Source: an optimization exercise on an open RTL-to-GDS flow (aim: small area). Production flows keep margins and buffers that such runs may drop. Function was checked by simulation only, so behaviour that the tests miss may differ from the original. The clock input has no modelled driver; a real chip could not lean on it and would need a root buffer or a full tree. Power is estimated from default activity; no workload was simulated.

Design UART_top, start of the top module:
module UART_top #(parameter debounce_period_Hz = 10000,
                  parameter clk_divisor = 868,
                  parameter num_bits = 8,
                  parameter parity = 0)
(
  input  logic       clk,
  input  logic       RSTn,
  input  logic       start,
  input  logic [7:0] data_in,
  output logic [7:0] data_out,
  input  logic       RX,
  output logic       TX
);
==> flow/config.mk <==
export PLATFORM = sky130hd
export DESIGN_NAME = UART_top
export DESIGN_NICKNAME = UART_top
export VERILOG_FILES = /design/flow/design.v
export SDC_FILE = /design/flow/constraint.sdc
export NUM_CORES = 4
export LEC_CHECK = 0
export CAP_MARGIN = 20
export CORE_MARGIN = 2
export CORE_UTILIZATION = 70
export CTS_BUF_LIST = sky130_fd_sc_hd__clkbuf_4 sky130_fd_sc_hd__clkbuf_8
export CTS_CLUSTER_DIAMETER = 500
export CTS_CLUSTER_SIZE = 100
export SLEW_MARGIN = 20
==> flow/constraint.sdc <==
create_clock -name core_clock -period 10.0 [get_ports {clk}]
set_input_delay 2.0000 -clock core_clock [delete_from_list [all_inputs] [get_ports {clk}]]
set_output_delay 2.0000 -clock core_clock [all_outputs]
set_load 0.01 [all_outputs]
standard.sh (not shown) runs the stock make flow with config.mk's settings and CLKGATE_MAP_FILE= SYNTH_SCRIPT=/design/flow/synth_recipe.tcl, a recipe that flattens the netlist after the stock synthesis.
==> flow/flow/run.sh <==
#!/bin/bash
# The standard layout (standard.sh) with these changes:
#  - synthesis is the standard flow's script (synth_recipe.tcl) with ABC run on an
#    area-oriented script (flow/abc_area.script); registers are mapped before
#    ABC runs, so they are the standard synthesis's;
#  - the ports are buffered with the smallest buffer, sky130_fd_sc_hd__buf_1;
#  - the clock tree is one level of clock buffers (flow/cts_pre.tcl) instead
#    of TritonCTS's H-tree.
# Each step's full log is in orfs/logs/; make's own output goes to standard.log.
set -euo pipefail
here=$(pwd)
cat flow/abc_hook.tcl synth_recipe.tcl > my_synth.tcl
sed "s#SYNTH_SCRIPT=[^ ]*#SYNTH_SCRIPT=$here/my_synth.tcl#" standard.sh > my_standard.sh
grep -q "SYNTH_SCRIPT=$here/my_synth.tcl" my_standard.sh
export MY_ABC_SCRIPT="$here/flow/abc_area.script"
export BUFFER_PORTS_ARGS="-buffer_cell sky130_fd_sc_hd__buf_1"
export PRE_CTS_TCL="$here/flow/cts_pre.tcl"
bash my_standard.sh finish > standard.log 2>&1
==> flow/flow/abc_area.script <==
strash
ifraig
dc2
balance
dc2
dch -f
amap -F 8 -A 8
topo
==> flow/flow/abc_hook.tcl <==
# Run ABC with flow/abc_area.script (area-oriented mapping) in place of the
# script ORFS picks; everything else in the synthesis is the standard flow's own.
proc abc { args } {
  set i [lsearch -exact $args -script]
  if { $i >= 0 } { lset args [expr {$i + 1}] $::env(MY_ABC_SCRIPT) }
  yosys abc {*}$args
}
Other scripts of this flow, unchanged in this note and not shown: flow/flow/cts_pre.tcl
The starting point finished with timing, DRC and antenna clean.
Next try:
--- a/flow/flow/run.sh
+++ b/flow/flow/run.sh
@@ -8 +8,3 @@
-#    of TritonCTS's H-tree.
+#    of TritonCTS's H-tree;
+#  - after global routing, cells off the critical paths are downsized
+#    (RECOVER_POWER).
@@ -17,0 +20 @@
+export RECOVER_POWER=100
Result: The new run finished but fails on max-capacitance violations, max-slew violations. Wire length is about the same. Final area is about the same. Core utilization went down by 0.17 points. Setup slack gets worse by 0.46 ns.
Next try:
==> flow/flow/run.sh (replaced) <==
#!/bin/bash
# The standard layout (standard.sh) with two changes:
#  - the ports are buffered with the smallest buffer, sky130_fd_sc_hd__buf_1;
#  - the clock tree is one level of clock buffers (flow/cts_pre.tcl) instead
#    of TritonCTS's H-tree.
# Each step's full log is in orfs/logs/; make's own output goes to standard.log.
set -euo pipefail
here=$(pwd)
export BUFFER_PORTS_ARGS="-buffer_cell sky130_fd_sc_hd__buf_1"
export PRE_CTS_TCL="$here/flow/cts_pre.tcl"
bash standard.sh finish > standard.log 2>&1
removed: flow/flow/abc_area.script
removed: flow/flow/abc_hook.tcl
The new run ran to the end with no violations.
Via count is lower by about 8%.
Global-route usage increases by 1.2 points.
Sequential power hardly moves.
Setup slack gains 0.45 ns.
Power goes up by about 2%.
Design area went up by 3.7%.
No run of this note takes its clock network from TritonCTS; it comes from the design's own scripts or RTL.

* * *

Another version of the RTL of UART_top (not shown whole).
Size in the first run: ~210 cells after synthesis.
export LEC_CHECK = 0
export CAP_MARGIN = 20
export CORE_MARGIN = 2
export CORE_UTILIZATION = 40
export SLEW_MARGIN = 20
create_clock -name core_clock -period 10.0 [get_ports {clk}]
run.sh (not shown) runs the stock make flow with config.mk's settings and CLKGATE_MAP_FILE= SYNTH_SCRIPT=/design/flow/synth_recipe.tcl, a recipe that flattens the netlist after the stock synthesis.
Stock flow here: none of the scripts above is used.
Then changed:
--- a/flow/config.mk
+++ b/flow/config.mk
@@ -8,4 +8,7 @@
 export CAP_MARGIN = 20
 export CORE_MARGIN = 2
-export CORE_UTILIZATION = 40
+export CORE_UTILIZATION = 70
+export CTS_BUF_LIST = sky130_fd_sc_hd__clkbuf_4 sky130_fd_sc_hd__clkbuf_8
+export CTS_CLUSTER_DIAMETER = 500
+export CTS_CLUSTER_SIZE = 100
 export SLEW_MARGIN = 20
Effect: The new run finished clean; synthesized area stays the same; routed wire length went up by a few percent; global-route usage went up by 11 points; via count went up by a few percent; power went down by about a fifth; non-clock buffer count went up by 1; count of clock-buffer cells in the layout went up by 1; design area went down by a few percent; sequential power barely changes; die area went down by well over a third; first-iteration DRC count went up by well over a third.

* * *

The RTL this note starts from:
==> flow/design.v <==
module UART_top #(parameter debounce_period_Hz = 10000,
                  parameter clk_divisor = 868,
                  parameter num_bits = 8,
                  parameter parity = 0)
(
  input  logic       clk,
  input  logic       RSTn,
  input  logic       start,
  input  logic [7:0] data_in,
  output logic [7:0] data_out,
  input  logic       RX,
  output logic       TX
);
logic        s1, s2, thr, en, btn;
logic [13:0] dq;
wire [13:0] dl     = dq ^ 14'h2aaa;
wire        d_x    = s1 ^ s2;
wire        d_last = (dl == 14'h1560);
wire [13:0] d_sh   = {dl[12:0], ^(dl & 14'h2001)};
wire [13:0] d_nx   = thr ? 14'h3ffe : (d_x && !d_last) ? 14'h3fff : d_sh;
always_ff @(posedge clk or negedge RSTn)
  if (!RSTn) begin
    s1 <= 1'b0; s2 <= 1'b0; thr <= 1'b0; en <= 1'b0; btn <= 1'b0; dq <= 14'h1554;
  end else begin
    s1  <= start;
    s2  <= s1;
    thr <= d_last;
    en  <= thr;
    if (en) btn <= s2;
    dq  <= d_nx ^ 14'h2aaa;
  end
logic o1, o2;
always_ff @(posedge clk or negedge RSTn)
  if (!RSTn) begin o1 <= 1'b0; o2 <= 1'b0; end
  else begin o1 <= btn; o2 <= o1; end
wire pe = o1 & ~o2;
localparam logic [3:0] HALF = 4'd15, IDLE = 4'd10;
function automatic logic [3:0] inc4(input logic [3:0] k, input logic a);
  inc4 = k ^ {a & k[2] & k[1] & k[0], a & k[1] & k[0], a & k[0], a};
endfunction
logic [3:0] tk;
logic [9:0] tc;
logic       txr, pre, f;
wire [9:0] tl     = tc ^ 10'h2aa;
wire       t_term = (tl == 10'h155);
wire       t_idle = tk[3] & tk[1] & ~tk[0];
wire       t_stop = tk[3] & ~tk[1] & tk[0];
wire       t_acc  = pe & (t_idle | (t_stop & t_term));
wire [9:0] t_sh   = {tl[8:0], ^(tl & 10'h240)};
wire [9:0] t_nx   = t_acc ? 10'h20f : t_term ? 10'h4 : t_sh;
wire       par    = ^data_in;
always_comb
  if (tk[3]) f = ~tk[2] & (tk[0] | par);    
  else       f = data_in[tk[2:0]];
always_ff @(posedge clk) begin
  pre <= f;
  tc  <= t_nx ^ 10'h2aa;
end
always_ff @(posedge clk or negedge RSTn)
  if (!RSTn) begin
    tk <= IDLE; txr <= 1'b1;
  end else begin
    if (t_term && !t_idle) txr <= pre;
    if (t_acc) tk <= HALF;
    else       tk <= inc4(tk, t_term & ~t_idle);
  end
assign TX = txr;
logic       sr;
logic [3:0] rk;
logic [9:0] rc;
logic [7:0] dout;
wire [9:0] rl     = rc ^ 10'h2aa;
wire       r_term = (rl == 10'h155);
wire       r_idle = rk[3] & rk[1] & ~rk[0];
wire       r_acc  = r_idle & ~sr;
wire [9:0] r_sh   = {rl[8:0], ^(rl & 10'h240)};
wire [9:0] r_nx   = r_acc ? 10'h1f : r_term ? 10'h4 : r_sh;
always_ff @(posedge clk) rc <= r_nx ^ 10'h2aa;
always_ff @(posedge clk or negedge RSTn)
  if (!RSTn) begin
    sr <= 1'b1; rk <= IDLE; dout <= 8'd0;
  end else begin
    sr <= RX;
    if (r_acc) rk <= HALF;
    else       rk <= inc4(rk, r_term & ~r_idle);
    for (int i = 0; i < 8; i++)
      if (r_term && rk == i) dout[i] <= sr;
  end
assign data_out = dout;
endmodule
clock: 10.0 ns
lec_check: 0
cap_margin: 20
core_margin: 2
core_utilization: 70
cts_buf_list: sky130_fd_sc_hd__clkbuf_4 sky130_fd_sc_hd__clkbuf_8
cts_cluster_diameter: 500
cts_cluster_size: 100
slew_margin: 20
Edit:
==> flow/flow/run.sh (new file) <==
#!/bin/bash
set -euo pipefail
export BUFFER_PORTS_ARGS="-buffer_cell sky130_fd_sc_hd__buf_1"
export CTS_ARGS="-sink_clustering_enable -repair_clock_nets -dont_use_dummy_load -sink_clustering_size 100 -sink_clustering_max_diameter 500 -buf_list {sky130_fd_sc_hd__clkbuf_4 sky130_fd_sc_hd__clkbuf_8 sky130_fd_sc_hd__clkbuf_16}"
bash standard.sh finish > standard.log 2>&1
==> flow/standard.sh (new file) <==
#!/bin/bash
# synth_recipe.tcl (not shown) runs the flow's synth.tcl, then flattens the netlist and writes it again
# the make line also repeats each setting of config.mk as NAME=value (left out here)
make -C /OpenROAD-flow-scripts/flow DESIGN_CONFIG=/design/flow/config.mk WORK_HOME=/design/flow/orfs CLKGATE_MAP_FILE= SYNTH_SCRIPT=/design/flow/synth_recipe.tcl "${@:-finish}"
removed: flow/run.sh
The changed run produced a clean layout.
Flip-flop and latch count stays the same.
Clock-buffer cell count is lower by 2.
Utilization is lower by 7.4 points.
Non-clock buffer count is lower by 1.
Cell count is lower by 3.0%.
Setup slack is better by 0.41 ns.
Design area is lower by 8.5%.
Total power is lower by 18%.
Via count is higher by about 1.7%.

==> what the ideal ports hide <==
No port has a modelled driver above. Below, the same layouts with a new extraction and two added sets of constraints.
Step 1 (the two cells are an assumption about what drives the block):
set clk [get_ports {clk}]
set_driving_cell -lib_cell sky130_fd_sc_hd__clkbuf_16 $clk
set_driving_cell -lib_cell sky130_fd_sc_hd__buf_2 [delete_from_list [all_inputs] $clk]
Step 2 times the ports against the registers' clock, not the clock port: input delays grow and output delays shrink by t, the midpoint of the rising clock arrivals with the driver on.
a / b / c = no drivers / after step 1 / after step 2; a / b = the first two.
run	shift t [ns]	setup WS [ns]	worst hold slack (ns)	worst register clock-pin slew, ns
the first run of note 1	0.205	7.034 / 7.052 / 6.847	0.392 / 0.392 / 0.392	0.11 / 0.11
the second run of note 1	0.205	6.573 / 6.578 / 6.373	0.392 / 0.392 / 0.392	0.11 / 0.11
the third run of note 1	0.209	7.023 / 7.047 / 6.838	0.388 / 0.388 / 0.388	0.11 / 0.11
the first run of note 2	0.359	6.625 / 6.596 / 6.627	0.352 / 0.352 / 0.352	0.07 / 0.07
the second run of note 2	0.417	6.543 / 6.518 / 6.580	0.376 / 0.376 / 0.376	0.09 / 0.09
the first run of note 3	0.395	6.562 / 6.535 / 6.457	0.399 / 0.399 / 0.399	0.10 / 0.10
the second run of note 3	0.390	6.975 / 6.952 / 6.812	0.377 / 0.377 / 0.377	0.10 / 0.10
For the second run of note 1, which loses most, drivers alone change the setup slack by +0.005 ns; drivers and shift together by -0.200 ns. The worst setup slack also covers recovery checks on asynchronous resets.
